From an optimization exercise on the open Yosys and OpenROAD flow, aimed at small area, a short achievable clock period and few clock cycles per item; shortcuts taken in it are not production practice.
Only simulation tests tie the RTL to the original design; equivalence was not proved.
Power is estimated from default activity; no workload was simulated.

== run a ==
==> flow/design.v (excerpt) <==
module apb_master(
  input pclk,
  input preset,
  input [31:0]paddr,
  input pwrite,
  input [2:0]pprot,
  input [31:0]pwdata,
  input [3:0]pstrb,
  output reg [31:0]prdata,
  output pslverr,
  output reg penable,
  output reg [3:0]psel,
  output reg pready
);
  wire req = |paddr;
  wire [6:0] addr = {paddr[31:30], paddr[4:0]};
  wire [127:0] wl = 128'b1 << addr;
  wire [3:0] be = (pstrb == 4'b0) ? 4'b1111 : pstrb;
  wire [3:0] wen = {4{preset & req & pwrite}} & be;
  reg [31:0] memory [0:127];
  integer i;
  always @(posedge pclk) begin
    for (i = 0; i < 128; i = i + 1) begin
      if (wl[i] & wen[0]) memory[i][7:0]   <= pwdata[7:0];
      if (wl[i] & wen[1]) memory[i][15:8]  <= pwdata[15:8];
      if (wl[i] & wen[2]) memory[i][23:16] <= pwdata[23:16];
      if (wl[i] & wen[3]) memory[i][31:24] <= pwdata[31:24];
    end
  end
  wire [31:0] t1 [0:63];
  rd_aoi2 l1_0(memory[0], memory[1], wl[0], wl[1], t1[0]);
  rd_aoi2 l1_1(memory[2], memory[3], wl[2], wl[3], t1[1]);
  rd_aoi2 l1_2(memory[4], memory[5], wl[4], wl[5], t1[2]);
  rd_aoi2 l1_3(memory[6], memory[7], wl[6], wl[7], t1[3]);
  rd_aoi2 l1_4(memory[8], memory[9], wl[8], wl[9], t1[4]);
  rd_aoi2 l1_5(memory[10], memory[11], wl[10], wl[11], t1[5]);
  rd_aoi2 l1_6(memory[12], memory[13], wl[12], wl[13], t1[6]);
  rd_aoi2 l1_7(memory[14], memory[15], wl[14], wl[15], t1[7]);
  rd_aoi2 l1_8(memory[16], memory[17], wl[16], wl[17], t1[8]);
  rd_aoi2 l1_9(memory[18], memory[19], wl[18], wl[19], t1[9]);
  rd_aoi2 l1_10(memory[20], memory[21], wl[20], wl[21], t1[10]);
  rd_aoi2 l1_11(memory[22], memory[23], wl[22], wl[23], t1[11]);
  rd_aoi2 l1_12(memory[24], memory[25], wl[24], wl[25], t1[12]);
  rd_aoi2 l1_13(memory[26], memory[27], wl[26], wl[27], t1[13]);
  rd_aoi2 l1_14(memory[28], memory[29], wl[28], wl[29], t1[14]);
  rd_aoi2 l1_15(memory[30], memory[31], wl[30], wl[31], t1[15]);
  rd_aoi2 l1_16(memory[32], memory[33], wl[32], wl[33], t1[16]);
  rd_aoi2 l1_17(memory[34], memory[35], wl[34], wl[35], t1[17]);
  rd_aoi2 l1_18(memory[36], memory[37], wl[36], wl[37], t1[18]);
  rd_aoi2 l1_19(memory[38], memory[39], wl[38], wl[39], t1[19]);
  rd_aoi2 l1_20(memory[40], memory[41], wl[40], wl[41], t1[20]);
  ...
make LEC_CHECK=0 CAP_MARGIN=20 CORE_MARGIN=2 CORE_UTILIZATION=70 CTS_CLUSTER_DIAMETER=100 CTS_CLUSTER_SIZE=25 PLACE_DENSITY=0.8 SETUP_SLACK_MARGIN=2.0 SLEW_MARGIN=20 SYNTH_HIERARCHICAL=1 SYNTH_MINIMUM_KEEP_SIZE=0 finish   # period 8.0 ns
run.sh (not shown) runs the stock make flow with config.mk's settings and CLKGATE_MAP_FILE= SYNTH_SCRIPT=/design/flow/synth_recipe.tcl, a recipe that flattens the netlist after the stock synthesis.
Run a: flow completed, timing, DRC and antenna clean
Testbench counts of run a, summed over its fixed seeds: cycles 12,000, items 12,000.
> inputs changed (run a -> run b)
--- a/flow/design.v
+++ b/flow/design.v
@@ -1,19 +1,16 @@
 module rd_aoi2(input [31:0] d0, input [31:0] d1, input s0, input s1, output [31:0] y);
   assign y = ~((d0 & {32{s0}}) | (d1 & {32{s1}}));
-endmodule
-module rd_nand2(input [31:0] a0, input [31:0] a1, output [31:0] y);
-  assign y = ~(a0 & a1);
 endmodule
 module rd_nand4(input [31:0] a0, input [31:0] a1, input [31:0] a2, input [31:0] a3, output [31:0] y);
   assign y = ~(a0 & a1 & a2 & a3);
 endmodule
-module rd_nor2(input [31:0] a0, input [31:0] a1, output [31:0] y);
-  assign y = ~(a0 | a1);
+module rd_nor4(input [31:0] a0, input [31:0] a1, input [31:0] a2, input [31:0] a3, output [31:0] y);
+  assign y = ~(a0 | a1 | a2 | a3);
 endmodule
 module apb_master(
   input pclk,
   input preset,
   input [31:0]paddr,
   input pwrite,
   input [2:0]pprot,
   input [31:0]pwdata,
@@ -116,36 +113,24 @@
   rd_nand4 l2_8(t1[32], t1[33], t1[34], t1[35], t2[8]);
   rd_nand4 l2_9(t1[36], t1[37], t1[38], t1[39], t2[9]);
   rd_nand4 l2_10(t1[40], t1[41], t1[42], t1[43], t2[10]);
   rd_nand4 l2_11(t1[44], t1[45], t1[46], t1[47], t2[11]);
   rd_nand4 l2_12(t1[48], t1[49], t1[50], t1[51], t2[12]);
   rd_nand4 l2_13(t1[52], t1[53], t1[54], t1[55], t2[13]);
   rd_nand4 l2_14(t1[56], t1[57], t1[58], t1[59], t2[14]);
   rd_nand4 l2_15(t1[60], t1[61], t1[62], t1[63], t2[15]);
-  wire [31:0] t3 [0:7];
-  rd_nor2 l3_0(t2[0], t2[1], t3[0]);
-  rd_nor2 l3_1(t2[2], t2[3], t3[1]);
-  rd_nor2 l3_2(t2[4], t2[5], t3[2]);
-  rd_nor2 l3_3(t2[6], t2[7], t3[3]);
-  rd_nor2 l3_4(t2[8], t2[9], t3[4]);
-  rd_nor2 l3_5(t2[10], t2[11], t3[5]);
-  rd_nor2 l3_6(t2[12], t2[13], t3[6]);
-  rd_nor2 l3_7(t2[14], t2[15], t3[7]);
-  wire [31:0] t4 [0:3];
-  rd_nand2 l4_0(t3[0], t3[1], t4[0]);
-  rd_nand2 l4_1(t3[2], t3[3], t4[1]);
-  rd_nand2 l4_2(t3[4], t3[5], t4[2]);
-  rd_nand2 l4_3(t3[6], t3[7], t4[3]);
-  wire [31:0] t5 [0:1];
-  rd_nor2 l5_0(t4[0], t4[1], t5[0]);
-  rd_nor2 l5_1(t4[2], t4[3], t5[1]);
-  wire [31:0] t6 [0:0];
-  rd_nand2 l6_0(t5[0], t5[1], t6[0]);
-  wire [31:0] rdata = t6[0];
+  wire [31:0] t3 [0:3];
+  rd_nor4 l3_0(t2[0], t2[1], t2[2], t2[3], t3[0]);
+  rd_nor4 l3_1(t2[4], t2[5], t2[6], t2[7], t3[1]);
+  rd_nor4 l3_2(t2[8], t2[9], t2[10], t2[11], t3[2]);
+  rd_nor4 l3_3(t2[12], t2[13], t2[14], t2[15], t3[3]);
+  wire [31:0] t4 [0:0];
+  rd_nand4 l4_0(t3[0], t3[1], t3[2], t3[3], t4[0]);
+  wire [31:0] rdata = t4[0];
   assign pslverr = 1'b0;
   always @(*) begin
     pready  = req;
     penable = req;
     psel    = 4'b0001 << paddr[31:30];
     prdata  = rdata;
   end
 endmodule
## What came out
Setup slack after placement: run b < run a. Between run b and run a, the final critical delay including setup and external delays is higher for run b. Diff run a -> run b: sequential group share of total power held steady, area overhead of the layout relative to synthesis shrank by 1.2 points, clock network fraction of design power held steady.
Testbench counts of run b, summed over its fixed seeds: cycles 12,000, items 12,000.

==> separate check: timing with driven ports <==
The results above use ideal ports. As a check the final layouts listed here were re-extracted and re-timed, cells and wires unchanged. Step 1 sets driving cells, clkbuf_16 on the clock port and buf_2 on the other inputs (assumed; they add their load-dependent delay and slew). Step 2 also shifts input and output timing later by t, the mid clock arrival at the registers, as if the neighbouring blocks saw the same clock. Three values: ideal ports, drivers, drivers and shift; two values: the first two.
| run | t, ns | slack for setup (ns) | hold slack, ns |
|---|---|---|---|
| run a | 0.964 | 1.821 / 1.800 / 1.800 | 1.255 / 1.199 / 2.163 |
| run b | 0.997 | 1.619 / 1.391 / 1.391 | 1.119 / 1.043 / 2.041 |
After both steps setup and hold are still met in every run listed. The setup slack of run b, which loses most, moves by -0.228 ns with the drivers and by -0.228 ns with both steps.
